This is an optimization exercise on Yosys and OpenROAD, whose aim is small area, not a production implementation.
At most, simulation tests tie the RTL to the original design; equivalence was not proved.
For runs 1 to 3, only the layout was checked, not whether the RTL still works.
No driver is modelled on the clock port, so clocking that relies on it looks cheaper here than on a real chip.
Power figures rest on the tool's default switching activity, not on a simulated workload.

`flow/design.v`:
```
`timescale 1ns / 1ps
module sevensegdecoder(Seg, Val);
    output reg [0:6] Seg;
    input [3:0] Val;
    always @*
        case (Val)  
            4'h3: Seg = 7'b000_0001;
            4'h4: Seg = 7'b100_1111;
            4'h5: Seg = 7'b001_0010;
            4'h6: Seg = 7'b000_0110;
            4'h7: Seg = 7'b100_1100;
            4'h8: Seg = 7'b010_0100;
            4'h9: Seg = 7'b010_0000;
            4'ha: Seg = 7'b000_1111;
            4'hb: Seg = 7'b000_0000;
            4'hc: Seg = 7'b000_0100;
            default: Seg = 7'bxxx_xxxx;
        endcase
endmodule
`timescale 1ns / 1ps
module fourdigitdriver(A, B, C, D, clk, rst, rstd, seg, an, dp, flashing);
    input clk;
    input rst;
    input rstd;
    input [3:0] A, B, C, D;
    input flashing;
    output [3:0] an;
    output [0:6] seg;
    output dp;
    reg [7:0] l;
    reg [8:0] u;
    reg [3:0] Hex;
    reg blank;
    wire z7 = ~|l[6:0];
    wire refresh = z7 & ~l[7];       
    wire last = z7 & l[7];           
    wire fb = l[7] ^ l[5] ^ l[4] ^ l[3] ^ z7;
    wire [8:0] un = u + {8'd0, last};
    reg [3:0] sel;
    always @*
        case (u[1:0])
            2'd0: sel = A;
            2'd1: sel = B;
            2'd2: sel = C;
            default: sel = D;
        endcase
    always @(posedge clk)
    begin
        l <= rst ? 8'd0 : {l[6:0], fb};
        u <= rst ? 9'd0 : un;
        if (rst | rstd)
            Hex <= 4'd3;
        else if (refresh)
            Hex <= sel;
        blank <= ~rst & ((un[8] & flashing) | (~refresh & blank));
    end
    wire [1:0] dd = u[1:0] - {1'b0, refresh};
    assign an = rstd ? 4'b0000 : (blank ? 4'b1111 : ~(4'b1000 >> dd));
    assign dp = ~rstd & dd[0];
    sevensegdecoder u1(.Seg(seg), .Val(Hex));
endmodule
`timescale 1ns / 1ps
module counter(min, secmsd, seclsd, ten, clk, rst, tick, clr, en, up);
    output [3:0] min, secmsd, seclsd, ten;
    input clk, rst, tick, clr, en, up;
    reg [3:0] d0, d1, d3; reg [2:0] d2;
    assign ten = d0; assign seclsd = d1; assign secmsd = {1'b0, d2}; assign min = d3;
    wire clear = rst | (tick & clr);
    wire dn = ~up;
    wire e0 = tick & en;
    wire [3:0] a0 = d0 ^ {4{dn}}, a1 = d1 ^ {4{dn}}, a3 = d3 ^ {4{dn}};
    wire [2:0] a2 = d2 ^ {3{dn}};
    wire w0 = a0[3] & a0[2], w1 = a1[3] & a1[2], w2 = a2[2] & a2[1], w3 = a3[3] & a3[2];
    wire e1 = e0 & w0, e2 = e1 & w1, e3 = e2 & w2;
    function automatic [3:0] t10(input [3:0] a, input w);
        t10 = {(a[2] & a[1] & a[0]) | w, (a[1] & a[0]) | w, a[0] | w, 1'b1};
    endfunction
    wire [2:0] t2 = {(a2[1] & a2[0]) | w2, a2[0] | w2, 1'b1};
    always @(posedge clk) begin
        if (clear) begin d0 <= 4'd3; d1 <= 4'd3; d2 <= 3'd1; d3 <= 4'd3; end
        else begin
            d0 <= d0 ^ ({4{e0}} & t10(a0, w0));
            d1 <= d1 ^ ({4{e1}} & t10(a1, w1));
            d2 <= d2 ^ ({3{e2}} & t2);
            d3 <= d3 ^ ({4{e3}} & t10(a3, w3));
        end
    end
endmodule
`timescale 1ns / 1ps
module stopwatchController(seg, an, clk, dp, start, stop, up, reset, lap, set, rst);
    output [0:6] seg;
    output [3:0] an;
    output [0:0] dp;
    input clk;
    input start;
    input stop;
    input up;
    input reset;
    input lap;
    input set;
    input rst;
    reg running, flashing, started, countDirection, resetState, lapState, setState;
    reg rstd;            
    reg tickRise;
    reg [10:0] q;        
    reg [2:0] r;         
    wire [3:0] A, B, C, D;
    reg [3:0] lapA, lapC, lapD;
    reg [2:0] lapB;
    wire zero = (A == 4'd3) & (B == 4'd1) & (C == 4'd3) & (D == 4'd3);
    wire run0   = stop ? 1'b0 : (start ? 1'b1 : running);
    wire flash0 = (start | stop) ? 1'b0 : flashing;
    wire lap0   = start ? 1'b0 : lapState;
    wire n_countDirection = run0 ? countDirection : up;
    wire n_resetState = run0 ? resetState : reset;
    wire started0 = reset ? 1'b0 : started;
    wire stopz = zero & started0 & ~setState;
    wire n_running = stopz ? 1'b0 : run0;
    wire n_flashing = ~zero ? 1'b0 : (stopz ? 1'b1 : flash0);
    wire n_started = ~zero | (started0 & setState);
    wire n_lapState = lap | (lap0 & ~n_resetState);
    wire n_setState = n_running ? setState : set;
    wire r4 = r[2] & ~r[0];
    wire qen = n_setState | r4;
    wire [10:0] qinc = q + {10'd0, qen};
    wire wrap = qen & (&q[9:0]);
    wire [2:0] rinc = {r[1] & r[0], r[0], ~r[2]};
    always @(posedge clk)
    begin
        if (rst)
        begin
            running <= 1'b0;
            flashing <= 1'b0;
            started <= 1'b0;
            countDirection <= 1'b1;
            resetState <= 1'b0;
            lapState <= 1'b0;
            setState <= 1'b0;
            tickRise <= 1'b0;
            q <= 11'd24;
            r <= 3'b000;
        end
        else
        begin
            running <= n_running;
            flashing <= n_flashing;
            started <= n_started;
            countDirection <= n_countDirection;
            resetState <= n_resetState;
            lapState <= n_lapState;
            setState <= n_setState;
            tickRise <= wrap & ~q[10];
            q <= wrap ? {qinc[10], 10'd24} : qinc;
            r <= wrap ? 3'b000 : (n_setState ? r : rinc);
        end
        rstd <= rst;
    end
    always @(posedge clk)
        if (rstd | ~n_lapState)
        begin
            lapA <= A;
            lapB <= B;
            lapC <= C;
            lapD <= D;
        end
    counter counter1(A, B, C, D, clk, rst, tickRise, resetState, running, countDirection);
    fourdigitdriver driver1(lapA, {lapB[2] & lapB[1], lapB[2] ^ lapB[1], ~lapB[1], lapB[0]}, lapC, lapD, clk, rst, rstd, seg, an, dp, flashing);
endmodule
```
`flow/flow/run.sh`:
```
#!/bin/bash
# Layout flow: the standard ORFS flow with three changes:
#  - synthesis maps the logic with an area-oriented ABC script (flow/area.abc)
#    in place of ORFS's delay-oriented one; everything else in synthesis,
#    including the registers, is the standard synthesis (synth_recipe.tcl);
#  - the port buffers are the smallest buffer cell;
#  - clock tree synthesis inserts no dummy loads and uses small buffers.
# Each tool's output goes to the ORFS logs under orfs/logs and make.log.
set -euo pipefail
here=$(pwd)
source flow/knobs.sh
# synthesis script: replace the ABC script, then the standard flow's own synthesis
{
  echo "proc abc {args} {"
  echo "  set i [lsearch -exact \$args -script]"
  echo "  if {\$i >= 0} { lset args [expr {\$i + 1}] {$here/flow/area.abc} }"
  echo "  yosys abc {*}\$args"
  echo "}"
  cat synth_recipe.tcl
} > flow_synth.tcl
bash standard.sh SYNTH_SCRIPT="$here/flow_synth.tcl" \
  BUFFER_PORTS_ARGS="$PORTBUF" \
  CTS_ARGS="$CTSARGS" \
  $EXTRA finish > make.log 2>&1
```
`flow/flow/area.abc`:
```
strash
dc2
dch -f
amap
```
`flow/flow/knobs.sh`:
```
PORTBUF="-buffer_cell sky130_fd_sc_hd__buf_1"
CTSARGS="-sink_clustering_enable -repair_clock_nets -dont_use_dummy_load -buf_list {sky130_fd_sc_hd__clkbuf_4} -sink_buffer_max_cap_derate 0.6"
EXTRA=""
```
`flow/standard.sh`:
```
#!/bin/bash
# synth_recipe.tcl (not shown) runs the flow's synth.tcl, then flattens the netlist and writes it again
# the make line also repeats each setting of config.mk as NAME=value (left out here)
make -C /OpenROAD-flow-scripts/flow DESIGN_CONFIG=/design/flow/config.mk WORK_HOME=/design/flow/orfs CLKGATE_MAP_FILE= SYNTH_SCRIPT=/design/flow/synth_recipe.tcl "${@:-finish}"
```
`flow/config.mk`:
```
export PLATFORM = sky130hd
export DESIGN_NAME = stopwatchController
export DESIGN_NICKNAME = stopwatchController
export VERILOG_FILES = /design/flow/design.v
export SDC_FILE = /design/flow/constraint.sdc
export NUM_CORES = 4
export LEC_CHECK = 0
export CAP_MARGIN = 20
export CORE_MARGIN = 2
export CORE_UTILIZATION = 60
export SLEW_MARGIN = 20
```
`flow/constraint.sdc`:
```
create_clock -name core_clock -period 10.0 [get_ports {clk}]
set_input_delay 2.0000 -clock core_clock [delete_from_list [all_inputs] [get_ports {clk}]]
set_output_delay 2.0000 -clock core_clock [all_outputs]
set_load 0.01 [all_outputs]
```
==> impl_metrics.yaml, run 1 <==
layout:
  num_antenna_cells: 0
  stdcell_area_sq_um: 3520
  layout.nets: 414
  fin_cells: 464
  final_util: 0.676
  synthToLayoutAreaGrowth_pct: 6.88
  layout-drive-gt1-share: 0.0254
grt:
  grt_pass1_vias: 2388
  grt-ovfl-total: 0
  grt_max_degree: 28
  met1_usage: 0.261
  antenna_found_initial: 0
  grt-busiest-layer: "met2"
  use_met2: 0.355
  grtUsageTotal: 0.213
  grt_pass1_wl_um: 10200
  use_met3: 0.0333
routing:
  routedWlPerCell_um: 12.6
  vias_per_cell: 5.61
  drtIter0Drc: 159
  ant_nets: 0
  vias: 2602
  firstDrtPassIters: 4
  drc: 0
  drt_wl_total_um: 5860
run_status:
  outcome: "timing/DRC/antenna clean"
setup_path:
  arrival_ns: 2.47
  critical_path_required_ns: 8.00
  r2r-start: "counter1.d0[1]"
  slowest_delay_ns: 0.34
  cpMaxStageDelayCell: "nor2_1"
  cp-startpoint: "driver1.l[5]"
  crit_fanout: 6
  crit_chain: "clkinv_1, nand2_1, nor3_1, nand4_1, nor2_1, ha_1, nor2_1, a21oi_1, clkinv_1, a31oi_1, buf_1"
  start_kind: "register"
  crit_type: "register to output port"
  cp-end-kind: "output port"
clock_network:
  clk_path_buf_depth: 2
  cts_resized: 0
  clk_latency_ns: 0.40
  cts_root_buffer: "clkbuf_4"
  htreeDepth: 3
  cts_setup_buffers: 0
  numClockSinks: 82
  cts_tree: "built"
  holdBufCountCts: 0
  clk_pin_slew_ns: 0.11
  cts_made_buffers: 9
power_and_ir_drop:
  total_power_uw: 534
  ir_drop_v: 0.0000740
  p_leak_nw: 1.31
  p_per_area_nw_per_um2: 152
yosys:
  yosys.area.top_type_share: 0.407
  seq_area_frac_synth: 0.544
  synth_largest_area_cell: "dfxtp_1"
  ys_ff_latch: 82
  synth_edf_count: 15
  ys_types: 31
  synth.most_common_cell: "dfxtp_1"
  syn-cell-area_sq_um: 3290
  synthTopCellsByArea: "dfxtp_1 41%, edfxtp_1 14%, nor2_1 7.4%"
  synthFlopType: "dfxtp_1"
  synthesis.nets: 385
  ys_warn_count: 4
  netlist_instances: 367
  postSynthAreaPerCell_sq_um: 8.97
  synth_commonest_cells: "67 x dfxtp_1, 65 x nor2_1, 57 x clkinv_1, 28 x o21ai_0, 19 x a21oi_1"
  async_reset_ff_frac: 0
sta:
  max-slew-margin-rel: 0.364
  finalClockSkew_ns: 0.0145
  layout_min_cycle_time_ns: 4.47
  hold_slack_ns: 0.441
  setup_viol: 0
  rsz0062_at_grt: "false"
  finalHoldViolations: 0
  fin_crit_sh: 0.447
  drv_slew: 0
  timing.final.ws_setup_ns: 5.53
  tightest_slew_ns: 0.954
  setup_tns_ns: 0
  clock.fmax_mhz: 224
placement:
  pre_cts_slack_ns: 5.17
  place_congestion: 0.803
  placed_cells: 455
  place_hpwl_um: 4350
  port_buffers: 19
  postPlaceCellArea_sq_um: 3450
job:
  maxCapViolations: 0
die:
  start_util: 0.632
  fp.dieW_um: 78.1
  die_h_um: 78.1
  coreArea_sq_um: 5200
  row_count: 26
  ioPinCount: 20
  die-area_sq_um: 6090
min_path:
  hold_class: "register to register"
  min_from: "driver1.l[2]"
[power breakdown]
part	internal (mW)	total [mW]	switching (mW)
sequential	0.345	0.351	0.00514
clock	0.0420	0.137	0.0945
combinational	0.0159	0.0466	0.0306
[metal layers]
layer | vias up | routed length (um) | part of all wire
met2 | 64 | 2680 | 0.46
met5 | - | 0 | 0
met3 | 13 | 194 | 0.033
met4 | 0 | 177 | 0.030
met1 | 1180 | 2800 | 0.48
li1 | 1345 | - | -
[layout by cell type, fill, tap and decap left out, types with 10 or more instances in the layout]
cell type | Yosys | routed
a221oi_1 | 10 | 10
ha_1 | 10 | 10
dfxtp_1 | 67 | 67
clkinv_1 | 57 | 57
nor2_1 | 65 | 65
buf_1 | 2 | 19
o21ai_0 | 28 | 28
a21oi_1 | 19 | 19
edfxtp_1 | 15 | 15
nor2b_1 | 10 | 10
nand2_1 | 13 | 13
[critical path: cells and delay by family, from the launching register on]
kind,cells,cell delay (ns)
AOI/OAI and AO/OA,2,0.40
and+or+nand+nor,5,0.73
adders and majority gates,1,0.26
DFF,1,0.31
buffers and inverters,3,0.36
[flip-flops by register name, indices dropped and copies added (netlist names), 7 cells and up]
register   count
driver1.u      9
q             11
seg            7
driver1.l      8
[path summary, 6_finish.rpt]
check,end,slack [ns],cells past startpoint
hold reg to reg,driver1.l[3],0.44,2
setup reg to reg,q[10],6.22,19
hold / removal,driver1.l[3],0.44,2
setup / recovery,an[2],5.53,11
[final cells by class]
type	count	area, sq um
clock buffers	9	67.6
fillers	431	1690
inverters	57	214
multi-input cells	226	1280
flip-flops and latches	82	1790
well taps	70	87.6
repair buffers	20	78.8
[kinds of logic (layout without fill, tap and decap cells)]
logic type               count (synthesis)  in the layout  synth area share
AO/OA/AOI/OAI                           97             97             0.186
adder cells (fa/ha/maj)                 10             10            0.0380
AND/OR/NAND/NOR                        118            118             0.162
XOR/XNOR                                 1              1           0.00266
buffers and inverters                   59             86            0.0673
flip-flops                              82             82             0.544
==> inputs of run 2 (changes only) <==
==> flow/flow/knobs.sh (replaced) <==
PORTBUF="-buffer_cell sky130_fd_sc_hd__buf_1"
CTSARGS="-sink_clustering_enable -repair_clock_nets -dont_use_dummy_load -buf_list {sky130_fd_sc_hd__clkbuf_8} -sink_clustering_size 25 -sink_clustering_max_diameter 200"
EXTRA=""
--- a/flow/config.mk
+++ b/flow/config.mk
@@ -8,4 +8,4 @@
 export CAP_MARGIN = 20
 export CORE_MARGIN = 2
-export CORE_UTILIZATION = 60
+export CORE_UTILIZATION = 40
 export SLEW_MARGIN = 20
==> run 2 against run 1 <==
  * Still clean
  * First-iteration DRC count up 6.9%
  * Register-to-register slack worse by 0.07 ns
  * Fmax down 2.5%
  * Critical path depth up 8
  * Synthesized area unchanged
  * Core utilization down 23 points
  * Non-clock buffer count unchanged
  * Sequential share of layout area down 1.4 points
  * Sequential power about the same
==> impl_metrics.yaml, run 2 <==
run_status:
  outcome: "timing/DRC/antenna clean"
setup_path:
  cp-end-kind: "register"
  arrival_ns: 4.80
  crit_chain: "buf_1, o21ai_0, clkinv_1, o31ai_1, a22oi_1, clkinv_1, nor2b_1, nor2_1, ha_1, ha_1, clkinv_1, nor3_1, nand2_1, nor2_1, nand2_1, nor2_1, nand3_1, o21ai_0, a21oi_1"
  slowest_delay_ns: 0.35
  start_kind: "input port"
  crit_type: "input port to register"
  r2r_setup_slack_ns: 6.15
  cpMaxStageDelayCell: "o21ai_0"
  r2r_end: "q[10]"
  crit_fanout: 5
  critical_path_required_ns: 10.22
  rr_worst_depth: 19
  r2r-start: "counter1.d0[1]"
clock_network:
  cts_setup_buffers: 0
  clk_path_buf_depth: 2
  cts_root_buffer: "clkbuf_8"
  cts_made_buffers: 9
  clk_latency_ns: 0.33
  holdBufCountCts: 0
  cts_resized: 0
  numClockSinks: 82
  htreeDepth: 3
  clk_pin_slew_ns: 0.08
  cts_tree: "built"
grt:
  grt_max_degree: 28
  grt_pass1_wl_um: 10500
  grt_pass1_vias: 2432
  grtUsageTotal: 0.148
  antenna_found_initial: 0
  grt-ovfl-total: 0
yosys:
  netlist_instances: 367
  synthesis.nets: 385
  synth_largest_area_cell: "dfxtp_1"
  synthAdderAreaFrac: 0.0380
  synth.most_common_cell: "dfxtp_1"
  yosys.area.top_type_share: 0.407
  ys_types: 31
  synth_xor_area_frac: 0.00266
  synthMuxAreaShare: 0
  synth_edf_count: 15
  synthTopCellsByArea: "dfxtp_1 41%, edfxtp_1 14%, nor2_1 7.4%"
  synth_top_family_by_area: "compound AO/OA/AOI/OAI gates"
  synth_simple_gate_area_frac: 0.162
  syn-cell-area_sq_um: 3290
  ys_warn_count: 4
  postSynthAreaPerCell_sq_um: 8.97
  ys_ff_latch: 82
  synthFlopType: "dfxtp_1"
  seq_area_frac_synth: 0.544
  synth_compound_area_frac: 0.186
  async_reset_ff_frac: 0
  synth_commonest_cells: "67 x dfxtp_1, 65 x nor2_1, 57 x clkinv_1, 28 x o21ai_0, 19 x a21oi_1"
layout:
  synthToLayoutAreaGrowth_pct: 9.92
  layout_common_cells: "67 x dfxtp_1, 65 x nor2_1, 57 x clkinv_1"
  top_register: "q"
  largest_reg_flops: 11
  layout.nets: 414
  layout-drive-gt1-share: 0.0254
  final_common_cell: "dfxtp_1"
  multi_input_area_sq_um: 1280
  num_antenna_cells: 0
  num-fill-cells: 776
  seqCellArea_sq_um: 1790
  top_regs: "q: 11 flops, driver1.u: 9 flops, driver1.l: 8 flops"
power_and_ir_drop:
  p_leak_nw: 1.33
  ir_drop_v: 0.0000784
  p_per_area_nw_per_um2: 159
min_path:
  min_from: "driver1.l[2]"
  min_path_cells: 2
  hold_class: "register to register"
  min_to: "driver1.l[3]"
sta:
  fin_crit_sh: 0.458
  hold_slack_ns: 0.433
  timing.final.ws_setup_ns: 5.42
  setup_viol: 0
  max-slew-margin-rel: 0.364
  setup_tns_ns: 0
  tightest_slew_ns: 0.954
  layout_min_cycle_time_ns: 4.58
  drv_slew: 0
  finalClockSkew_ns: 0.0175
  clock.fmax_mhz: 218
  finalHoldViolations: 0
  rsz0062_at_grt: "false"
routing:
  firstDrtPassIters: 4
  routedWlPerCell_um: 11.9
  drc: 0
  drt_wl_total_um: 5950
  vias_per_cell: 5.08
  ant_nets: 0
  vias: 2536
  drtIter0Drc: 170
placement:
  port_buffers: 19
  place_congestion: 0.768
  pre_cts_slack_ns: 5.12
  place_hpwl_um: 4440
die:
  start_util: 0.407
  row_count: 33
  coreArea_sq_um: 8090
  die-area_sq_um: 8970
  ioPinCount: 20
  fp.dieW_um: 94.7
  die_h_um: 94.7
job:
  maxCapViolations: 0
[run 2: cell counts after synthesis]
No cell type changed its count.
[run 2: how the worst max path moves through the flow]
| stage | startpoint | endpoint | depth (start not counted) |
|---|---|---|---|
| after detailed placement | start | q[10] | 19 |
| after global placement | start | q[10] | 19 |
| after floorplan | start | q[10] | 18 |
| after CTS | start | q[10] | 19 |
| after global routing | start | q[10] | 19 |
| final | start | q[10] | 19 |
[run 2: logic make-up (layout without fill, tap and decap cells)]
logic type | count (synthesis) | after routing
AO/OA/AOI/OAI | 97 | 97
XOR/XNOR | 1 | 1
adder cells (fa/ha/maj) | 10 | 10
buffers and inverters | 59 | 86
flip-flops | 82 | 82
AND/OR/NAND/NOR | 118 | 118
[run 2: area by class of cell]
cell class	count	area share
sequential	82	0.495
multi-input combinational	226	0.353
inverter	57	0.0591
tap	105	0.0363
clock buffer	9	0.0342
timing repair buffer	20	0.0218
[run 2: power breakdown]
part           total [mW]  internal [mW]  switching (mW)
logic              0.0464         0.0157          0.0307
registers           0.351          0.345         0.00519
clock network       0.178         0.0805          0.0970
[run 2: worst max-delay path, delay by kind of cell]
| kind | cells | cell delay [ns] |
|---|---|---|
| and+or+nand+nor | 8 | 1.07 |
| AOI/OAI and AO/OA | 5 | 0.85 |
| buffers and inverters | 4 | 0.48 |
| adders and majority gates | 2 | 0.38 |
[run 2: stage by stage]
stage | power (mW) | instance area [sq um] | utilization | instances
detailed placement | 0.405 | 3490 | 0.432 | 490
global placement | 0.404 | 3490 | 0.432 | 490
finish | 0.575 | 3620 | 0.447 | 499
floorplan | 0.390 | 3290 | - | 367
CTS | 0.584 | 3620 | 0.447 | 499
global route | 0.605 | 3620 | 0.447 | 499
[run 2: metal layers]
layer	routed length (um)	vias to the layer above	track usage
met1	2820	1147	0.174
met3	184	2	0.0431
met2	2920	36	0.260
li1	-	1351	-
met5	0	-	0
met4	34	0	0.0447
==> inputs of run 3 (changes only) <==
--- a/flow/design.v
+++ b/flow/design.v
@@ -5,15 +5,20 @@
     always @*
         case (Val)  
-            4'h3: Seg = 7'b000_0001;
-            4'h4: Seg = 7'b100_1111;
-            4'h5: Seg = 7'b001_0010;
-            4'h6: Seg = 7'b000_0110;
-            4'h7: Seg = 7'b100_1100;
-            4'h8: Seg = 7'b010_0100;
-            4'h9: Seg = 7'b010_0000;
-            4'ha: Seg = 7'b000_1111;
-            4'hb: Seg = 7'b000_0000;
-            4'hc: Seg = 7'b000_0100;
-            default: Seg = 7'bxxx_xxxx;
+            4'h0: Seg = 7'b110_1111;  
+            4'h1: Seg = 7'b011_1011;  
+            4'h2: Seg = 7'b000_0111;  
+            4'h3: Seg = 7'b000_0001;  
+            4'h4: Seg = 7'b100_1111;  
+            4'h5: Seg = 7'b001_0010;  
+            4'h6: Seg = 7'b000_0110;  
+            4'h7: Seg = 7'b100_1100;  
+            4'h8: Seg = 7'b010_0100;  
+            4'h9: Seg = 7'b010_0000;  
+            4'ha: Seg = 7'b000_1111;  
+            4'hb: Seg = 7'b000_0000;  
+            4'hc: Seg = 7'b000_0100;  
+            4'hd: Seg = 7'b100_0000;  
+            4'he: Seg = 7'b000_1110;  
+            4'hf: Seg = 7'b100_0100;  
         endcase
 endmodule
@@ -36,5 +41,14 @@
     wire last = z7 & l[7];           
     wire fb = l[7] ^ l[5] ^ l[4] ^ l[3] ^ z7;
-    wire [8:0] un = u + {8'd0, last};
+    wire [9:0] uc;
+    assign uc[0] = last;
+    genvar i;
+    generate
+        for (i = 0; i < 9; i = i + 1)
+        begin : ucarry
+            assign uc[i + 1] = uc[i] & u[i];
+        end
+    endgenerate
+    wire [8:0] un = u ^ uc[8:0];
     reg [3:0] sel;
     always @*
@@ -123,6 +137,15 @@
     wire r4 = r[2] & ~r[0];
     wire qen = n_setState | r4;
-    wire [10:0] qinc = q + {10'd0, qen};
-    wire wrap = qen & (&q[9:0]);
+    wire [11:0] qc;
+    assign qc[0] = qen;
+    genvar i;
+    generate
+        for (i = 0; i < 11; i = i + 1)
+        begin : qcarry
+            assign qc[i + 1] = qc[i] & q[i];
+        end
+    endgenerate
+    wire [10:0] qinc = q ^ qc[10:0];
+    wire wrap = qc[10];
     wire [2:0] rinc = {r[1] & r[0], r[0], ~r[2]};
     always @(posedge clk)
==> flow/flow/area.abc (replaced) <==
strash
&get -n
&deepsyn -T 20
&dch -f
&nf -R 1000 -p -F 8 -A 8
&put
==> flow/flow/knobs.sh (replaced) <==
PORTBUF="-buffer_cell sky130_fd_sc_hd__buf_1"
CTSARGS="-sink_clustering_enable -repair_clock_nets -dont_use_dummy_load -buf_list {sky130_fd_sc_hd__clkbuf_4}"
EXTRA="ADDER_MAP_FILE="
--- a/flow/config.mk
+++ b/flow/config.mk
@@ -8,4 +8,4 @@
 export CAP_MARGIN = 20
 export CORE_MARGIN = 2
-export CORE_UTILIZATION = 40
+export CORE_UTILIZATION = 60
 export SLEW_MARGIN = 20
==> run 3 against run 2 <==
  * Highest routed layer unchanged
  * Critical path type is now register to output port
  * Critical endpoint is now an[0]
  * Synthesized area down 4.9%
  * Critical path depth decreased by 12
  * Via count fell by 9.0%
  * Sequential power hardly changed
  * Cell area is 7.0% lower
==> impl_metrics.yaml, run 3 <==
run_status:
  outcome: "timing/DRC/antenna clean"
yosys:
  synthesis.nets: 332
  netlist_instances: 324
  yosys.area.top_type_share: 0.428
  synth_simple_gate_area_frac: 0.219
  synth_top_family_by_area: "simple AND/OR/NAND/NOR gates"
  synthMuxAreaShare: 0.0136
  synth_compound_area_frac: 0.132
  ys_ff_latch: 82
  synth_commonest_cells: "67 x dfxtp_1, 44 x nor2_1, 30 x nand2_1, 26 x a21oi_1, 18 x nor3_1"
  synthFlopType: "dfxtp_1"
  synth_xor_area_frac: 0.0504
  syn-cell-area_sq_um: 3130
  synthAdderAreaFrac: 0
  ys_types: 38
  synth.most_common_cell: "dfxtp_1"
  synth_edf_count: 15
  seq_area_frac_synth: 0.572
  synthTopCellsByArea: "dfxtp_1 43%, edfxtp_1 14%, nor2_1 5.3%"
  async_reset_ff_frac: 0
  ys_warn_count: 4
  postSynthAreaPerCell_sq_um: 9.66
  synth_largest_area_cell: "dfxtp_1"
grt:
  antenna_found_initial: 0
  grt_pass1_vias: 2129
  grt-ovfl-total: 0
  grt_max_degree: 36
  grt_pass1_wl_um: 9250
  grtUsageTotal: 0.200
clock_network:
  cts_resized: 0
  holdBufCountCts: 0
  cts_tree: "built"
  numClockSinks: 82
  cts_root_buffer: "clkbuf_4"
  clk_path_buf_depth: 2
  clk_latency_ns: 0.41
  htreeDepth: 3
  cts_setup_buffers: 0
  cts_made_buffers: 9
  clk_pin_slew_ns: 0.11
power_and_ir_drop:
  total_power_uw: 526
  p_per_area_nw_per_um2: 156
  p_leak_nw: 1.25
  ir_drop_v: 0.0000887
layout:
  top_register: "q"
  num_antenna_cells: 0
  seqCellArea_sq_um: 1790
  top_regs: "q: 11 flops, driver1.u: 9 flops, driver1.l: 8 flops"
  layout-drive-gt1-share: 0.0312
  num-fill-cells: 441
  multi_input_area_sq_um: 1300
  layout_common_cells: "67 x dfxtp_1, 44 x nor2_1, 30 x nand2_1"
  synthToLayoutAreaGrowth_pct: 7.47
  fin_cells: 423
  final_common_cell: "dfxtp_1"
  largest_reg_flops: 11
  final_util: 0.663
  layout.nets: 363
sta:
  timing.final.ws_setup_ns: 5.04
  fin_crit_sh: 0.496
  layout_min_cycle_time_ns: 4.96
  setup_tns_ns: 0
  drv_slew: 0
  tightest_slew_ns: 0.953
  finalClockSkew_ns: 0.0251
  rsz0062_at_grt: "false"
  setup_viol: 0
  clock.fmax_mhz: 202
  max-slew-margin-rel: 0.364
  finalHoldViolations: 0
placement:
  placed_cells: 414
  place_hpwl_um: 3750
  port_buffers: 19
  place_congestion: 0.823
  pre_cts_slack_ns: 5.35
setup_path:
  arrival_ns: 2.96
  start_kind: "register"
  critical_path_required_ns: 8.00
  cp-end-kind: "output port"
  crit_type: "register to output port"
  crit_fanout: 10
die:
  coreArea_sq_um: 5070
  die_h_um: 76.2
  ioPinCount: 20
  start_util: 0.617
  die-area_sq_um: 5810
  fp.dieW_um: 76.2
  row_count: 26
routing:
  met3_length_um: 125
  vias_per_cell: 5.46
  ant_nets: 0
  drtIter0Drc: 87
  routedWlPerCell_um: 12.6
  route.met2.wl_um: 2360
  vias: 2308
  highest_layer: "met4"
  drt-met1-wl_um: 2690
  drt_wl_total_um: 5340
  drc: 0
  firstDrtPassIters: 5
job:
  maxCapViolations: 0
min_path:
  hold_class: "register to register"
run 3: layer usage:
metal  global-route usage  vias to the layer above
met4                0.115                        0
met1                0.255                     1044
li1                     -                     1219
met2                0.319                       32
met5                    0                        -
met3               0.0391                       13
run 3: worst paths after layout:
check                to  cells past startpoint  slack, ns      startpoint
setup / recovery  an[0]                      7       5.04    driver1.l[1]
hold / removal     r[1]                      2       0.45            r[1]
setup reg to reg   r[2]                     16       5.74  counter1.d0[2]
hold reg to reg    r[1]                      2       0.45            r[1]
run 3: logic make-up (layout without fill, tap and decap cells):
| kind of cell | after synthesis | in the layout |
|---|---|---|
| compound gates | 69 | 69 |
| simple gates | 142 | 142 |
| flops | 82 | 82 |
| mux | 3 | 3 |
| xor+xnor | 18 | 18 |
| buf+inv | 10 | 39 |
run 3: layout make-up:
type	count	share of cell area
flip-flops and latches	82	0.533
multi-input cells	232	0.387
well taps	70	0.0260
repair buffers	20	0.0234
clock buffers	9	0.0201
inverters	10	0.0112
run 3: where the power goes:
| part | switching, mW | internal (mW) | total (mW) |
|---|---|---|---|
| Combinational | 0.0252 | 0.0143 | 0.0395 |
| Sequential | 0.00557 | 0.345 | 0.351 |
| Clock | 0.0933 | 0.0420 | 0.135 |
run 3: metrics by stage:
step                hold WS, ns  cell area, sq um
finish                    0.451              3360
floorplan                 0.409              3130
global route              0.490              3360
detailed placement        0.441              3300
CTS                       0.454              3360
global placement          0.435              3300
run 3: worst max-delay path, stage by stage (launching register included):
cell	delay [ns]
dfxtp_1	0.32
or4_1	0.51
nor4_1	0.48
nor2b_1	0.65
xnor2_1	0.21
nor2_1	0.09
a21oi_1	0.13
buf_1	0.16
==> inputs of run 4 (changes only) <==
--- a/flow/design.v
+++ b/flow/design.v
@@ -1,25 +1,16 @@
 `timescale 1ns / 1ps
 module sevensegdecoder(Seg, Val);
-    output reg [0:6] Seg;
+    output [0:6] Seg;
     input [3:0] Val;
-    always @*
-        case (Val)  
-            4'h0: Seg = 7'b110_1111;  
-            4'h1: Seg = 7'b011_1011;  
-            4'h2: Seg = 7'b000_0111;  
-            4'h3: Seg = 7'b000_0001;  
-            4'h4: Seg = 7'b100_1111;  
-            4'h5: Seg = 7'b001_0010;  
-            4'h6: Seg = 7'b000_0110;  
-            4'h7: Seg = 7'b100_1100;  
-            4'h8: Seg = 7'b010_0100;  
-            4'h9: Seg = 7'b010_0000;  
-            4'ha: Seg = 7'b000_1111;  
-            4'hb: Seg = 7'b000_0000;  
-            4'hc: Seg = 7'b000_0100;  
-            4'hd: Seg = 7'b100_0000;  
-            4'he: Seg = 7'b000_1110;  
-            4'hf: Seg = 7'b100_0100;  
-        endcase
+    function automatic any(input [15:0] codes, input [3:0] v);
+        any = codes[v];
+    endfunction
+    assign Seg[0] = any(16'b1010000010010001, Val);
+    assign Seg[1] = any(16'b0000001100000011, Val);
+    assign Seg[2] = any(16'b0000000000100010, Val);
+    assign Seg[3] = any(16'b0100010010010011, Val);
+    assign Seg[4] = any(16'b1101010111010101, Val);
+    assign Seg[5] = any(16'b0100010001110111, Val);
+    assign Seg[6] = any(16'b0000010000011111, Val);
 endmodule
 `timescale 1ns / 1ps
==> flow/flow/knobs.sh (replaced) <==
PORTBUF="-buffer_cell sky130_fd_sc_hd__buf_1"
CTSARGS="-sink_clustering_enable -repair_clock_nets -dont_use_dummy_load -buf_list {sky130_fd_sc_hd__clkbuf_8}"
EXTRA="ADDER_MAP_FILE="
==> run 4 against run 3 <==
  * Still clean
  * Combinational power decreased by about 20%
  * Total power is 0.72% lower
  * Cell area fell by 3.2%
  * Via count decreased by 3.2%
  * Clock skew up 0.0065 ns
  * Sequential power decreased by 8.8%
  * Hold slack worse by 0.016 ns
  * Worst setup slack better by 0.28 ns
  * Die area down 3.2%
  * Non-clock buffer count unchanged
  * Cell count fell by 3.8%
  * Fmax up 6.0%
==> impl_metrics.yaml, run 4 <==
yosys:
  synthTopCellsByArea: "dfxtp_1 40%, edfxtp_1 15%, a21oi_1 4.0%"
  ys_ff_latch: 75
  synth.most_common_cell: "dfxtp_1"
  synthFlopType: "dfxtp_1"
  netlist_instances: 318
  postSynthAreaPerCell_sq_um: 9.51
  yosys.area.top_type_share: 0.397
  synth_largest_area_cell: "dfxtp_1"
  synth_commonest_cells: "60 x dfxtp_1, 31 x nor2_1, 30 x nand2_1, 24 x a21oi_1, 23 x nor3_1"
  async_reset_ff_frac: 0
  synth_edf_count: 15
  synthesis.nets: 326
  seq_area_frac_synth: 0.546
  syn-cell-area_sq_um: 3020
  ys_types: 39
  ys_warn_count: 4
sta:
  finalHoldViolations: 0
  max-slew-margin-rel: 0.349
  drv_slew: 0
  tightest_slew_ns: 0.976
  finalClockSkew_ns: 0.0316
  setup_viol: 0
  fin_crit_sh: 0.468
  clock.fmax_mhz: 214
  layout_min_cycle_time_ns: 4.68
  rsz0062_at_grt: "false"
  setup_tns_ns: 0
  hold_slack_ns: 0.435
routing:
  routedWlPerCell_um: 12.9
  vias: 2234
  ant_nets: 0
  firstDrtPassIters: 4
  vias_per_cell: 5.49
  drc: 0
  drt_wl_total_um: 5230
  drtIter0Drc: 108
clock_network:
  holdBufCountCts: 0
  htreeDepth: 3
  cts_setup_buffers: 0
  cts_root_buffer: "clkbuf_8"
  clk_path_buf_depth: 2
  cts_made_buffers: 9
  numClockSinks: 75
  cts_tree: "built"
  clk_latency_ns: 0.34
  cts_resized: 0
  clk_pin_slew_ns: 0.08
die:
  die-area_sq_um: 5620
  row_count: 25
  die_h_um: 75.0
  start_util: 0.632
  ioPinCount: 20
  coreArea_sq_um: 4790
  fp.dieW_um: 75.0
grt:
  grt-ovfl-total: 0
  grt_pass1_wl_um: 8790
  grt-busiest-layer: "met2"
  met1_usage: 0.285
  use_met3: 0.0415
  grtUsageTotal: 0.208
  grt_pass1_vias: 1966
  antenna_found_initial: 0
  grt_max_degree: 37
  use_met2: 0.309
placement:
  postPlaceCellArea_sq_um: 3130
  place_congestion: 0.903
  port_buffers: 19
  place_hpwl_um: 3740
layout:
  seqCellArea_sq_um: 1650
  layout_common_cells: "60 x dfxtp_1, 31 x nor2_1, 30 x nand2_1"
  multi_input_area_sq_um: 1300
  top_register: "q"
  layout-drive-gt1-share: 0.0294
  num_antenna_cells: 0
  layout.nets: 350
  final_common_cell: "dfxtp_1"
  num-fill-cells: 400
  synthToLayoutAreaGrowth_pct: 7.74
  final_util: 0.681
  top_regs: "q: 11 flops, driver1.u: 9 flops, driver1.l: 8 flops"
  stdcell_area_sq_um: 3260
  largest_reg_flops: 11
setup_path:
  cp-end-kind: "output port"
  r2r_setup_slack_ns: 6.39
  path_delay_family: "simple AND/OR/NAND/NOR gates"
  cpMaxStageDelayCell: "or4_1"
  r2r_end: "r[2]"
  r2r-start: "counter1.d0[2]"
  arrival_ns: 2.68
  critical_path_required_ns: 8.00
  slowest_delay_ns: 0.51
  path_buf_inv: 1
  crit_fanout: 6
  crit_type: "register to output port"
  crit_chain: "or4_1, nor4_1, nor2b_1, xnor2_1, nor2_1, a31oi_1, buf_1"
  rr_worst_depth: 15
  start_kind: "register"
power_and_ir_drop:
  p_per_area_nw_per_um2: 160
  ir_drop_v: 0.0000913
  p_leak_nw: 1.22
  total_power_uw: 522
run_status:
  outcome: "timing/DRC/antenna clean"
min_path:
  min_path_cells: 1
  min_from: "q[10]"
  min_to: "tickRise"
  hold_class: "register to register"
job:
  maxCapViolations: 0
## run 4: cell count changes in the layout (fill, tap and decap cells not counted), moves of 3 or more
cell	change
nor2_1	-13
clkbuf_4	-9
clkbuf_8	+9
dfxtp_1	-7
clkinv_1	-5
nor3_1	+5
and3_1	+4
nand2b_1	+4
or4_1	-3
## run 4: cell families after synthesis
group / Yosys count / share of synthesized area
and+or+nand+nor: 141 / 0.231
DFF: 75 / 0.546
muxes: 2 / 0.00662
buffers and inverters: 12 / 0.0236
xor gates and xnor gates: 18 / 0.0521
AOI/OAI and AO/OA: 70 / 0.141
## run 4: stage by stage
step | instances | worst slack, ns
after detailed placement | 398 | 5.34
after CTS | 407 | 5.30
after global routing | 407 | 5.11
after global placement | 398 | 5.46
final | 407 | 5.32
after floorplan | 318 | 5.80
## run 4: worst max path at each step
stage,start,endpoint,slack (ns),cells after the start
after floorplan,reset,r[2],5.80,14
after global placement,start,q[2],5.46,14
after detailed placement,start,r[0],5.34,16
after CTS,driver1.l[1],an[0],5.30,7
after global routing,driver1.l[1],an[0],5.11,7
final,driver1.l[1],an[0],5.32,7
## run 4: cell type report
cell class                 count  area share
clock buffer                   9      0.0380
tap                           67      0.0257
sequential                    75       0.507
inverter                       5     0.00576
multi-input combinational    231       0.399
timing repair buffer          20      0.0242
## run 4: power breakdown
group	internal, mW	leakage [nW]	switching (mW)
logic	0.0120	0.523	0.0195
clock network	0.0802	0.0647	0.0904
registers	0.315	0.628	0.00477
## run 4: routing by layer
layer  routed length, um  up-vias  share of wire
met5                   0        -              0
met2                2340       34           0.45
met4                 112        0          0.021
met1                2630      999           0.50
li1                    -     1190              -
met3                 147       11          0.028
==> inputs of run 5 (changes only) <==
==> flow/flow/area.abc (replaced) <==
&get -n
&st
&dch -f
&nf -R 1000 -p -F 8 -A 8
&put
==> run 5 against run 4 <==
  * Clock skew is 0.022 ns lower
  * Sequential share of layout area fell by 0.50 points
  * Clock power hardly changed
  * Flip-flop and latch count stayed put
  * Synthesized cell count down 0.94%
  * Core utilization increased by 0.23 points
  * Die area increased by 1.0%
  * Critical path type is now input port to register
  * Hold slack improved by 0.00090 ns
  * Via count down 3.9%
  * Still clean on timing, DRC and antenna
  * Wire length shrank 2.7%
  * Sequential power about the same
==> impl_metrics.yaml, run 5 <==
yosys:
  synthFlopType: "dfxtp_1"
  syn-cell-area_sq_um: 3060
  synthTopCellsByArea: "dfxtp_1 39%, edfxtp_1 15%, xor2_1 5.4%"
  ys_ff_latch: 75
  seq_area_frac_synth: 0.540
  synth_edf_count: 15
  synth_largest_area_cell: "dfxtp_1"
  synthesis.nets: 323
  ys_warn_count: 4
  async_reset_ff_frac: 0
  ys_types: 31
  netlist_instances: 315
  synth.most_common_cell: "dfxtp_1"
  postSynthAreaPerCell_sq_um: 9.70
  yosys.area.top_type_share: 0.393
  synth_commonest_cells: "60 x dfxtp_1, 43 x nor2_1, 25 x nand2_1, 22 x a21oi_1, 20 x o21ai_0"
sta:
  tightest_slew_ns: 0.982
  timing.final.ws_setup_ns: 5.18
  layout_min_cycle_time_ns: 4.82
  hold_slack_ns: 0.436
  fin_crit_sh: 0.482
  rsz0062_at_grt: "false"
  drv_slew: 0
  finalHoldViolations: 0
  max-slew-margin-rel: 0.345
  setup_viol: 0
  setup_tns_ns: 0
  finalClockSkew_ns: 0.00918
  clock.fmax_mhz: 208
clock_network:
  clk_path_buf_depth: 2
  holdBufCountCts: 0
  htreeDepth: 3
  cts_root_buffer: "clkbuf_8"
  clk_latency_ns: 0.33
  numClockSinks: 75
  cts_resized: 0
  cts_tree: "built"
  cts_made_buffers: 9
  clk_pin_slew_ns: 0.06
  cts_setup_buffers: 0
layout:
  fin_cells: 404
  num-fill-cells: 413
  layout.nets: 347
  synthToLayoutAreaGrowth_pct: 7.65
  layout_common_cells: "60 x dfxtp_1, 43 x nor2_1, 25 x nand2_1"
  final_util: 0.683
  seqCellArea_sq_um: 1650
  layout-drive-gt1-share: 0.0356
  largest_reg_flops: 11
  multi_input_area_sq_um: 1330
  final_common_cell: "dfxtp_1"
  top_regs: "q: 11 flops, driver1.u: 9 flops, driver1.l: 8 flops"
  num_antenna_cells: 0
  stdcell_area_sq_um: 3290
  top_register: "q"
die:
  die-area_sq_um: 5680
  die_h_um: 75.4
  ioPinCount: 20
  coreArea_sq_um: 4820
  fp.dieW_um: 75.4
  row_count: 25
  start_util: 0.635
grt:
  grt_pass1_wl_um: 8600
  grt-ovfl-total: 0
  grtUsageTotal: 0.204
  antenna_found_initial: 0
  grt_pass1_vias: 1935
  grt_max_degree: 35
power_and_ir_drop:
  p_leak_nw: 1.21
  total_power_uw: 534
  ir_drop_v: 0.000128
  p_per_area_nw_per_um2: 162
routing:
  drc: 0
  drtIter0Drc: 75
  vias_per_cell: 5.31
  vias: 2146
  routedWlPerCell_um: 12.6
  ant_nets: 0
  drt_wl_total_um: 5090
  firstDrtPassIters: 4
min_path:
  hold_class: "register to register"
placement:
  placed_cells: 395
  place_hpwl_um: 3650
  place_congestion: 0.813
  pre_cts_slack_ns: 4.82
  port_buffers: 19
  postPlaceCellArea_sq_um: 3170
setup_path:
  critical_path_required_ns: 10.22
  start_kind: "input port"
  arrival_ns: 5.04
  cp-end-kind: "register"
  r2r_setup_slack_ns: 6.09
  crit_fanout: 11
  crit_type: "input port to register"
job:
  maxCapViolations: 0
run_status:
  outcome: "timing/DRC/antenna clean"
## run 5: area by class of cell
cell class,count,area share
clock buffers,9,0.0376
well taps,67,0.0255
inverters,6,0.00684
repair buffers,20,0.0240
multi-input cells,227,0.404
flip-flops and latches,75,0.502
## run 5: report_power, final
| group | internal [mW] | total [mW] | switching [mW] |
|---|---|---|---|
| clock network | 0.0802 | 0.170 | 0.0896 |
| logic | 0.0164 | 0.0420 | 0.0256 |
| registers | 0.316 | 0.322 | 0.00688 |
## run 5: logic make-up (layout without fill, tap and decap cells)
logic type | count (synthesis) | after routing | synth area share
AO/OA/AOI/OAI | 57 | 57 | 0.103
XOR/XNOR | 35 | 35 | 0.100
flip-flops | 75 | 75 | 0.540
multiplexers | 7 | 7 | 0.0311
AND/OR/NAND/NOR | 128 | 128 | 0.201
buffers and inverters | 13 | 35 | 0.0246
## run 5: critical path, stage by stage
cell	delay, ns
buf_1	0.08
clkinv_1	0.05
nand3b_1	0.08
o21ai_0	0.27
mux2i_1	0.50
o21ai_0	0.28
and3_1	0.30
and3_1	0.24
and3_1	0.21
and2_0	0.21
and3_1	0.23
nand2_1	0.10
nand2b_1	0.23
o21bai_1	0.24
## run 5: final timing paths
check | start | to | cells past startpoint
min reg2reg | q[10] | tickRise | 1
max | reset | q[3] | 14
max reg2reg | counter1.d3[1] | q[3] | 13
min | q[10] | tickRise | 1
## run 5: layer usage
| layer | global-route usage | routed length (um) | vias to the layer above |
|---|---|---|---|
| met3 | 0.0622 | 205 | 13 |
| li1 | - | - | 1129 |
| met4 | 0.0975 | 125 | 0 |
| met5 | 0 | 0 | - |
| met1 | 0.275 | 2530 | 969 |
| met2 | 0.302 | 2230 | 35 |
==> inputs of run 6 (changes only) <==
--- a/flow/flow/run.sh
+++ b/flow/flow/run.sh
@@ -5,5 +5,7 @@
 #    including the registers, is the standard synthesis (synth_recipe.tcl);
 #  - the port buffers are the smallest buffer cell;
-#  - clock tree synthesis inserts no dummy loads and uses small buffers.
+#  - clock tree synthesis inserts no dummy loads, and afterwards each clock
+#    buffer is swapped for a smaller one where the flip-flop clock pins keep
+#    a low slew (flow/clkdown.tcl).
 # Each tool's output goes to the ORFS logs under orfs/logs and make.log.
 set -euo pipefail
@@ -22,3 +24,4 @@
   BUFFER_PORTS_ARGS="$PORTBUF" \
   CTS_ARGS="$CTSARGS" \
+  POST_CTS_TCL="$here/flow/clkdown.tcl" \
   $EXTRA finish > make.log 2>&1
==> flow/flow/area.abc (replaced) <==
strash
&get -n
&deepsyn -T 20
&dch -f
&nf -R 1000 -p -F 8 -A 8
&put
==> flow/flow/clkdown.tcl (new file) <==
# After clock tree synthesis: swap each clock buffer for the smaller
# clkbuf_4 where the flip-flop clock pins keep a slew (placement estimate)
# at or below clkdown_limit ns; otherwise keep the original cell.
set clkdown_limit 0.105
proc clkdown_worst {} {
  set w 0.0
  foreach p [get_pins -hierarchical */CLK] {
    set s [get_property $p slew_max]
    if {$s > $w} { set w $s }
  }
  return $w
}
estimate_parasitics -placement
puts "clkdown: worst clock pin slew before [clkdown_worst]"
set bufs {}
foreach inst [get_cells *] {
  set ref [get_property $inst ref_name]
  if {[string match sky130_fd_sc_hd__clkbuf_* $ref] && $ref ne "sky130_fd_sc_hd__clkbuf_4"} {
    lappend bufs $inst
  }
}
# leaves (many sinks) first, the root last
set order {}
foreach inst $bufs { lappend order [list [llength [get_pins -of_objects [get_nets -of_objects [get_pins -of_objects $inst -filter "direction == output"]]]] $inst] }
foreach item [lsort -integer -decreasing -index 0 $order] {
  set inst [lindex $item 1]
  set ref [get_property $inst ref_name]
  replace_cell $inst sky130_fd_sc_hd__clkbuf_4
  estimate_parasitics -placement
  set w [clkdown_worst]
  if {$w > $clkdown_limit} {
    replace_cell $inst $ref
    estimate_parasitics -placement
    puts "clkdown: keep [get_full_name $inst] $ref ($w)"
  } else {
    puts "clkdown: [get_full_name $inst] $ref -> clkbuf_4 ($w)"
  }
}
puts "clkdown: worst clock pin slew after [clkdown_worst]"
==> run 6 against run 5 <==
  * Sequential power about the same
  * Cell count grew 0.74%
  * Sequential share of layout area rose by 1.1 points
  * Die area down 1.0%
  * First-iteration DRC count is 37% higher
  * Critical path type is now register to output port
  * Largest power group unchanged
==> impl_metrics.yaml, run 6 <==
routing:
  drc: 0
  drtIter0Drc: 103
  vias: 2244
  ant_nets: 0
  firstDrtPassIters: 4
  routedWlPerCell_um: 12.8
  drt_wl_total_um: 5220
  vias_per_cell: 5.51
power_and_ir_drop:
  pwr-share-clk: 0.288
  ir_drop_v: 0.0000804
  combPwrFrac: 0.064
  switchingPower_uw: 112
  swShare: 0.227
  internal_power_uw: 381
  seqPwrFrac: 0.648
  total_power_uw: 493
  p_per_area_nw_per_um2: 153
  p_leak_nw: 1.20
die:
  fp.dieW_um: 75.0
  die-area_sq_um: 5620
  start_util: 0.632
  ioPinCount: 20
  row_count: 25
  coreArea_sq_um: 4790
  die_h_um: 75.0
job:
  maxCapViolations: 0
setup_path:
  r2r_end: "r[2]"
  crit_fanout: 6
  crit_type: "register to output port"
  r2r_setup_slack_ns: 6.38
  r2r-start: "counter1.d0[2]"
  start_kind: "register"
  cp-end-kind: "output port"
  rr_worst_depth: 15
  arrival_ns: 2.73
  critical_path_required_ns: 8.00
sta:
  max-slew-margin-rel: 0.359
  setup_viol: 0
  drv_slew: 0
  rsz0062_at_grt: "false"
  clock.fmax_mhz: 211
  setup_tns_ns: 0
  finalHoldViolations: 0
  layout_min_cycle_time_ns: 4.73
  fin_crit_sh: 0.473
  tightest_slew_ns: 0.961
  finalClockSkew_ns: 0.0311
layout:
  layout_common_cells: "60 x dfxtp_1, 31 x nor2_1, 30 x nand2_1"
  num-fill-cells: 412
  seqCellArea_sq_um: 1650
  stdcell_area_sq_um: 3220
  largest_reg_flops: 11
  final_common_cell: "dfxtp_1"
  top_register: "q"
  multi_input_area_sq_um: 1300
  fin_cells: 407
  num_antenna_cells: 0
  synthToLayoutAreaGrowth_pct: 6.50
  layout.nets: 350
  top_regs: "q: 11 flops, driver1.u: 9 flops, driver1.l: 8 flops"
  layout-drive-gt1-share: 0.0294
  final_util: 0.673
grt:
  grt_max_degree: 37
  grtUsageTotal: 0.209
  grt_pass1_vias: 1965
  grt-ovfl-total: 0
  grt_pass1_wl_um: 8810
  antenna_found_initial: 0
yosys:
  ys_types: 39
  synthFlopType: "dfxtp_1"
  synthesis.nets: 326
  ys_ff_latch: 75
  synthAdderAreaFrac: 0
  synth_edf_count: 15
  yosys.area.top_type_share: 0.397
  synth_simple_gate_area_frac: 0.231
  synth_largest_area_cell: "dfxtp_1"
  synth_commonest_cells: "60 x dfxtp_1, 31 x nor2_1, 30 x nand2_1, 24 x a21oi_1, 23 x nor3_1"
  seq_area_frac_synth: 0.546
  postSynthAreaPerCell_sq_um: 9.51
  synthMuxAreaShare: 0.00662
  synth.most_common_cell: "dfxtp_1"
  synth_xor_area_frac: 0.0521
  syn-cell-area_sq_um: 3020
  synth_compound_area_frac: 0.141
  ys_warn_count: 4
  synthTopCellsByArea: "dfxtp_1 40%, edfxtp_1 15%, a21oi_1 4.0%"
  synth_top_family_by_area: "simple AND/OR/NAND/NOR gates"
  netlist_instances: 318
  async_reset_ff_frac: 0
min_path:
  min_path_cells: 1
  min_to: "tickRise"
  min_from: "q[10]"
  hold_class: "register to register"
placement:
  placed_cells: 398
  place_hpwl_um: 3740
  port_buffers: 19
  postPlaceCellArea_sq_um: 3130
  place_congestion: 0.903
run_status:
  outcome: "timing/DRC/antenna clean"
clock_network:
  numClockSinks: 75
  cts_tree: "built"
  clk_pin_slew_ns: 0.09
  clk_latency_ns: 0.41
[run 6: cell types whose count changed after synthesis, moves of 3 or more]
cell / previous run / this run
o21ai_0: 20 / 16
nor2b_1: 9 / 12
mux2i_1: 5 / 2
xor2_1: 19 / 9
xnor2_1: 16 / 9
a21o_1: 1 / 4
nor3_1: 17 / 23
o22ai_1: 0 / 3
nand3b_1: 4 / 1
o21a_1: 1 / 5
nand2_1: 25 / 30
nand2b_1: 3 / 7
nor2_1: 43 / 31
nand3_1: 5 / 9
[run 6: how the worst max path moves through the flow]
stage / start / to / slack (ns) / cells after the start
floorplan: reset / r[2] / 5.80 / 14
global placement: start / q[2] / 5.46 / 14
detailed placement: start / r[0] / 5.34 / 16
global route: driver1.l[1] / an[0] / 5.06 / 7
finish: driver1.l[1] / an[0] / 5.27 / 7
[run 6: area by class of cell]
| cell class | count | area share |
|---|---|---|
| well taps | 67 | 0.0260 |
| clock buffers | 9 | 0.0268 |
| flip-flops and latches | 75 | 0.513 |
| repair buffers | 20 | 0.0245 |
| inverters | 5 | 0.00583 |
| multi-input cells | 231 | 0.404 |
[run 6: routing by layer]
metal | routed length (um) | vias up | global-route usage
met5 | 0 | - | 0
met4 | 149 | 0 | 0.119
met3 | 159 | 16 | 0.0415
met2 | 2320 | 34 | 0.309
met1 | 2590 | 1003 | 0.287
li1 | - | 1191 | -
[run 6: cells by family (layout without fill, tap and decap cells)]
group	count (synthesis)	in the layout
AO/OA/AOI/OAI	70	70
XOR/XNOR	18	18
multiplexers	2	2
buffers and inverters	12	34
flip-flops	75	75
AND/OR/NAND/NOR	141	141
[run 6: power groups by stage]
stage | Clock, mW | Sequential [mW] | Combinational [mW]
floorplan | 0 | 0.325 | 0.0239
finish | 0.142 | 0.320 | 0.0314
global placement | 0 | 0.327 | 0.0312
global route | 0.161 | 0.321 | 0.0359
detailed placement | 0 | 0.326 | 0.0318
[run 6: critical path: stages (launching register included)]
cell and delay (ns):
dfxtp_1 0.31, or4_1 0.51, nor4_1 0.48, nor2b_1 0.44
xnor2_1 0.19, nor2_1 0.07, a31oi_1 0.16, buf_1 0.16
[run 6: stage by stage]
step | hold WS (ns) | worst slack [ns]
finish | 0.439 | 5.27
global route | 0.449 | 5.06
detailed placement | 0.423 | 5.34
global placement | 0.430 | 5.46
floorplan | 0.411 | 5.80
==> inputs of run 7 (changes only) <==
--- a/flow/flow/run.sh
+++ b/flow/flow/run.sh
@@ -1,7 +1,9 @@
 #!/bin/bash
-# Layout flow: the standard ORFS flow with three changes:
+# Layout flow: the standard ORFS flow (standard.sh) with these changes:
 #  - synthesis maps the logic with an area-oriented ABC script (flow/area.abc)
-#    in place of ORFS's delay-oriented one; everything else in synthesis,
-#    including the registers, is the standard synthesis (synth_recipe.tcl);
+#    in place of ORFS's delay-oriented one, and leaves adders to ABC rather
+#    than to half-adder cells (ADDER_MAP_FILE empty); everything else in
+#    synthesis, including the registers, is the standard synthesis
+#    (synth_recipe.tcl);
 #  - the port buffers are the smallest buffer cell;
 #  - clock tree synthesis inserts no dummy loads, and afterwards each clock
==> run 7 against run 6 <==
  * Count of clock-buffer cells in the layout did not move
  * Sequential share of layout area unchanged
  * Fmax did not move
  * Cell area unchanged
  * Wire length did not move
  * Critical endpoint unchanged
==> impl_metrics.yaml, run 7 <==
run_status:
  outcome: "timing/DRC/antenna clean"
placement:
  place_congestion: 0.903
  pre_cts_slack_ns: 5.34
  place_hpwl_um: 3740
  port_buffers: 19
die:
  coreArea_sq_um: 4790
  fp.dieW_um: 75.0
  start_util: 0.632
  row_count: 25
  die-area_sq_um: 5620
  ioPinCount: 20
  die_h_um: 75.0
yosys:
  synthFlopType: "dfxtp_1"
  synth_largest_area_cell: "dfxtp_1"
  syn-cell-area_sq_um: 3020
  ys_ff_latch: 75
  synth_edf_count: 15
  ys_warn_count: 4
  synthTopCellsByArea: "dfxtp_1 40%, edfxtp_1 15%, a21oi_1 4.0%"
  netlist_instances: 318
  ys_types: 39
  seq_area_frac_synth: 0.546
  yosys.area.top_type_share: 0.397
  postSynthAreaPerCell_sq_um: 9.51
  synthesis.nets: 326
  synth.most_common_cell: "dfxtp_1"
  synth_commonest_cells: "60 x dfxtp_1, 31 x nor2_1, 30 x nand2_1, 24 x a21oi_1, 23 x nor3_1"
  async_reset_ff_frac: 0
setup_path:
  critical_path_required_ns: 8.00
  rr_worst_depth: 15
  arrival_ns: 2.73
  cp-end-kind: "output port"
  r2r_end: "r[2]"
  r2r-start: "counter1.d0[2]"
  start_kind: "register"
  crit_type: "register to output port"
  crit_fanout: 6
  r2r_setup_slack_ns: 6.38
min_path:
  min_path_cells: 1
  min_from: "q[10]"
  min_to: "tickRise"
  hold_class: "register to register"
layout:
  num_antenna_cells: 0
  layout_common_cells: "60 x dfxtp_1, 31 x nor2_1, 30 x nand2_1"
  num-fill-cells: 412
  largest_reg_flops: 11
  top_register: "q"
  layout-drive-gt1-share: 0.0294
  top_regs: "q: 11 flops, driver1.u: 9 flops, driver1.l: 8 flops"
  synthToLayoutAreaGrowth_pct: 6.50
  final_common_cell: "dfxtp_1"
  layout.nets: 350
clock_network:
  cts_tree: "built"
  clk_latency_ns: 0.41
  clk_pin_slew_ns: 0.09
  numClockSinks: 75
job:
  maxCapViolations: 0
power_and_ir_drop:
  p_per_area_nw_per_um2: 153
  total_power_uw: 493
  ir_drop_v: 0.0000804
  p_leak_nw: 1.20
grt:
  grtUsageTotal: 0.209
  antenna_found_initial: 0
  grt-ovfl-total: 0
  grt_pass1_vias: 1965
  grt_max_degree: 37
  grt_pass1_wl_um: 8810
sta:
  finalHoldViolations: 0
  setup_tns_ns: 0
  clock.fmax_mhz: 211
  tightest_slew_ns: 0.961
  max-slew-margin-rel: 0.359
  rsz0062_at_grt: "false"
  hold_slack_ns: 0.439
  setup_viol: 0
  layout_min_cycle_time_ns: 4.73
  finalClockSkew_ns: 0.0311
  fin_crit_sh: 0.473
  timing.final.ws_setup_ns: 5.27
  drv_slew: 0
routing:
  ant_nets: 0
  vias: 2244
  routedWlPerCell_um: 12.8
  drtIter0Drc: 103
  vias_per_cell: 5.51
  drc: 0
  drt_wl_total_um: 5220
  firstDrtPassIters: 4
==> run 7: where the power goes <==
group	switching (mW)	internal, mW	total (mW)
logic	0.0195	0.0120	0.0314
clock network	0.0877	0.0545	0.142
registers	0.00478	0.315	0.320
total	0.112	0.381	0.493
==> run 7: stage by stage <==
step,utilization,cell area (sq um),cells
finish,0.673,3220,407
floorplan,-,3020,318
detailed placement,0.655,3130,398
global route,0.673,3220,407
global placement,0.655,3130,398
==> run 7: per-layer routing <==
metal	track usage	vias up	wire, um
met3	0.0415	16	159
met2	0.309	34	2320
li1	-	1191	-
met5	0	-	0
met1	0.287	1003	2590
met4	0.119	0	149
==> run 7: final cells by class <==
class / instances / area (sq um) / area share
clock buffers: 9 / 86.3 / 0.0268
inverters: 5 / 18.8 / 0.00583
multi-input cells: 231 / 1300 / 0.404
flip-flops and latches: 75 / 1650 / 0.513
well taps: 67 / 83.8 / 0.0260
repair buffers: 20 / 78.8 / 0.0245
==> run 7: worst max path at each step <==
stage / endpoint / from / slack [ns]
2_1_floorplan: r[2] / reset / 5.80
3_3_place_gp: q[2] / start / 5.46
3_5_place_dp: r[0] / start / 5.34
6_report: an[0] / driver1.l[1] / 5.27
5_1_grt: an[0] / driver1.l[1] / 5.06
==> run 7: logic make-up after synthesis <==
family	Yosys count	share of synthesized area
AND/OR/NAND/NOR	141	0.231
flip-flops	75	0.546
AO/OA/AOI/OAI	70	0.141
XOR/XNOR	18	0.0521
buffers and inverters	12	0.0236
multiplexers	2	0.00662
==> run 7: worst max-delay path, cell delays in order, from the launching register on <==
cell	delay, ns
dfxtp_1	0.31
or4_1	0.51
nor4_1	0.48
nor2b_1	0.44
xnor2_1	0.19
nor2_1	0.07
a31oi_1	0.16
buf_1	0.16
==> inputs of run 8 (changes only) <==
--- a/flow/design.v
+++ b/flow/design.v
@@ -42,20 +42,14 @@
     endgenerate
     wire [8:0] un = u ^ uc[8:0];
-    reg [3:0] sel;
-    always @*
-        case (u[1:0])
-            2'd0: sel = A;
-            2'd1: sel = B;
-            2'd2: sel = C;
-            default: sel = D;
-        endcase
+    wire s0 = refresh & (u[1:0] == 2'd0);
+    wire s1 = refresh & (u[1:0] == 2'd1);
+    wire s2 = refresh & (u[1:0] == 2'd2);
+    wire s3 = refresh & (u[1:0] == 2'd3);
+    wire [3:0] hn = ({4{s0}} & A) | ({4{s1}} & B) | ({4{s2}} & C) | ({4{s3}} & D) | ({4{~refresh}} & Hex);
     always @(posedge clk)
     begin
         l <= rst ? 8'd0 : {l[6:0], fb};
         u <= rst ? 9'd0 : un;
-        if (rst | rstd)
-            Hex <= 4'd3;
-        else if (refresh)
-            Hex <= sel;
+        Hex <= (rst | rstd) ? 4'd3 : hn;
         blank <= ~rst & ((un[8] & flashing) | (~refresh & blank));
     end
==> flow/flow/area.abc (replaced) <==
&get -n
&st
&dch -f
&nf -R 1000 -p -F 8 -A 8
&put
==> run 8 against run 7 <==
  * Hold slack improved by 0.0076 ns
  * Fmax fell by 3.4%
  * Still clean
  * Critical path type is now input port to register
  * Synthesized area did not move
  * Wire length fell by 7.3%
  * Clock skew fell by 0.0097 ns
==> impl_metrics.yaml, run 8 <==
run_status:
  outcome: "timing/DRC/antenna clean"
setup_path:
  cpMaxStageDelayCell: "o41ai_1"
  r2r-start: "counter1.d3[3]"
  crit_type: "input port to register"
  start_kind: "input port"
  path_buf_inv: 1
  r2r_end: "q[3]"
  r2r_setup_slack_ns: 5.81
  slowest_delay_ns: 0.53
  critical_path_required_ns: 10.28
  path_delay_family: "simple AND/OR/NAND/NOR gates"
  cpMostUsedCell: "and3_1"
  arrival_ns: 5.18
  cp-end-kind: "register"
  crit_fanout: 11
  crit_chain: "buf_1, o41ai_1, mux2i_1, o21ai_0, and3_1, and3_1, and3_1, and2_0, and3_1, nand2_1, nand2b_1, o21bai_1"
  rr_worst_depth: 15
die:
  start_util: 0.632
  ioPinCount: 20
  die-area_sq_um: 5620
  coreArea_sq_um: 4790
  row_count: 25
  fp.dieW_um: 75.0
  die_h_um: 75.0
layout:
  fin_cells: 398
  num-fill-cells: 424
  top_regs: "q: 11 flops, driver1.u: 9 flops, driver1.l: 8 flops"
  top_register: "q"
  stdcell_area_sq_um: 3210
  layout_common_cells: "60 x dfxtp_1, 40 x nor2_1, 30 x nand2_1"
  num_antenna_cells: 0
  layout.nets: 341
  final_common_cell: "dfxtp_1"
  layout-drive-gt1-share: 0.0302
  synthToLayoutAreaGrowth_pct: 6.08
  largest_reg_flops: 11
sta:
  layout_min_cycle_time_ns: 4.90
  hold_slack_ns: 0.447
  drv_slew: 0
  clock.fmax_mhz: 204
  setup_tns_ns: 0
  setup_viol: 0
  tightest_slew_ns: 1.02
  max-slew-margin-rel: 0.323
  finalClockSkew_ns: 0.0214
  finalHoldViolations: 0
  fin_crit_sh: 0.490
  rsz0062_at_grt: "false"
clock_network:
  clk_latency_ns: 0.39
  cts_tree: "built"
  clk_pin_slew_ns: 0.09
  numClockSinks: 75
power_and_ir_drop:
  swShare: 0.247
  pwr-share-clk: 0.258
  ir_drop_v: 0.000101
  seqPwrFrac: 0.637
  p_leak_nw: 1.18
  internal_power_uw: 383
  p_per_area_nw_per_um2: 158
  combPwrFrac: 0.105
  switchingPower_uw: 125
placement:
  place_hpwl_um: 3540
  placed_cells: 389
  place_congestion: 0.851
  port_buffers: 19
  postPlaceCellArea_sq_um: 3130
routing:
  ant_nets: 0
  routedWlPerCell_um: 12.2
  drt_wl_total_um: 4840
  vias: 2091
  drc: 0
  drtIter0Drc: 101
  vias_per_cell: 5.25
  firstDrtPassIters: 4
yosys:
  async_reset_ff_frac: 0
  ys_types: 32
  synthFlopType: "dfxtp_1"
  synth.most_common_cell: "dfxtp_1"
  syn-cell-area_sq_um: 3020
  ys_ff_latch: 75
  synth_largest_area_cell: "dfxtp_1"
  yosys.area.top_type_share: 0.397
  synthTopCellsByArea: "dfxtp_1 40%, edfxtp_1 15%, xnor2_1 8.1%"
  seq_area_frac_synth: 0.546
  synth_commonest_cells: "60 x dfxtp_1, 40 x nor2_1, 30 x nand2_1, 28 x xnor2_1, 18 x a21oi_1"
  netlist_instances: 309
  synth_edf_count: 15
  postSynthAreaPerCell_sq_um: 9.79
  synthesis.nets: 317
  ys_warn_count: 4
grt:
  grt-busiest-layer: "met2"
  grt_pass1_wl_um: 8110
  grt_max_degree: 35
  met1_usage: 0.265
  grtUsageTotal: 0.195
  grt-ovfl-total: 0
  grt_pass1_vias: 1855
  use_met2: 0.284
  antenna_found_initial: 0
  use_met3: 0.0482
job:
  maxCapViolations: 0
min_path:
  min_path_cells: 1
  min_to: "tickRise"
  min_from: "q[10]"
  hold_class: "register to register"
run 8: changes by cell type in the layout (fill, tap and decap cells not counted), sizes merged, moves of 4 or more:
cell,delta
o21a,-4
a21oi,-6
or3,-4
o21ai,-9
nor2,+9
xnor2,+19
a22oi,+5
nor3,-8
run 8: power groups by stage:
stage | Sequential, mW | Combinational [mW] | Clock [mW]
after floorplan | 0.329 | 0.0447 | 0
after global placement | 0.330 | 0.0526 | 0
after detailed placement | 0.331 | 0.0536 | 0
after global routing | 0.325 | 0.0603 | 0.145
final | 0.324 | 0.0534 | 0.131
run 8: per-stage QoR:
stage | total power, mW | utilization | setup slack [ns]
2_1_floorplan | 0.373 | - | 5.16
3_3_place_gp | 0.383 | 0.655 | 4.78
3_5_place_dp | 0.384 | 0.655 | 4.65
5_1_grt | 0.530 | 0.670 | 4.73
6_report | 0.508 | 0.670 | 5.10
run 8: routing by layer:
metal,vias up,share of wire
met1,939,0.51
met3,9,0.034
met4,0,0.023
met2,34,0.43
met5,-,0
li1,1109,-
run 8: worst max path at each step:
stage	cells after the start	startpoint	endpoint
after global routing	12	reset	q[3]
after global placement	12	reset	q[3]
after detailed placement	12	reset	r[0]
final	12	reset	q[3]
after floorplan	11	reset	q[3]
run 8: cell type report:
cell class	count	area [sq um]	share of cell area
clock buffer	9	73.8	0.0230
inverter	5	18.8	0.00585
multi-input combinational	222	1300	0.406
sequential	75	1650	0.515
tap	67	83.8	0.0261
timing repair buffer	20	78.8	0.0246
run 8: logic make-up (layout without fill, tap and decap cells):
| family | Yosys count | count (layout) | synth area share |
|---|---|---|---|
| buffers and inverters | 12 | 34 | 0.0236 |
| XOR/XNOR | 39 | 39 | 0.113 |
| AO/OA/AOI/OAI | 52 | 52 | 0.108 |
| multiplexers | 3 | 3 | 0.00993 |
| AND/OR/NAND/NOR | 128 | 128 | 0.199 |
| flip-flops | 75 | 75 | 0.546 |

==> port drivers added, routing unchanged <==
Ports are ideal in the flow. The routed layouts listed here were re-timed in OpenROAD.
Step 1 sets driving cells, clkbuf_16 on the clock port and buf_2 on the other inputs (assumed; they add their load-dependent delay and slew).
Step 2 adds t to the input delays and takes it off the output delays; t is the mean of the earliest and latest rising clock arrival at the registers after step 1. Input paths then give back, and output paths get back, about the clock's delay inside the block.
Three values: ideal, step 1, step 2; two values: the first two.
run	t, ns	setup slack, ns	worst slew at a driven data input, ns
run 1	0.423	5.532 / 5.504 / 5.180	0.04
run 2	0.354	5.419 / 5.430 / 5.076	0.04
run 3	0.425	5.043 / 5.014 / 5.322	0.03
run 4	0.358	5.324 / 5.295 / 5.300	0.04
run 5	0.358	5.182 / 5.178 / 4.819	0.04
run 6	0.424	5.271 / 5.244 / 5.271	0.04
run 7	0.424	5.271 / 5.244 / 5.271	0.04
run 8	0.409	5.103 / 5.109 / 4.700	0.04
After both steps every run listed still meets setup and hold. For run 8, which loses most, drivers alone change the setup slack by +0.006 ns; drivers and shift together by -0.403 ns.
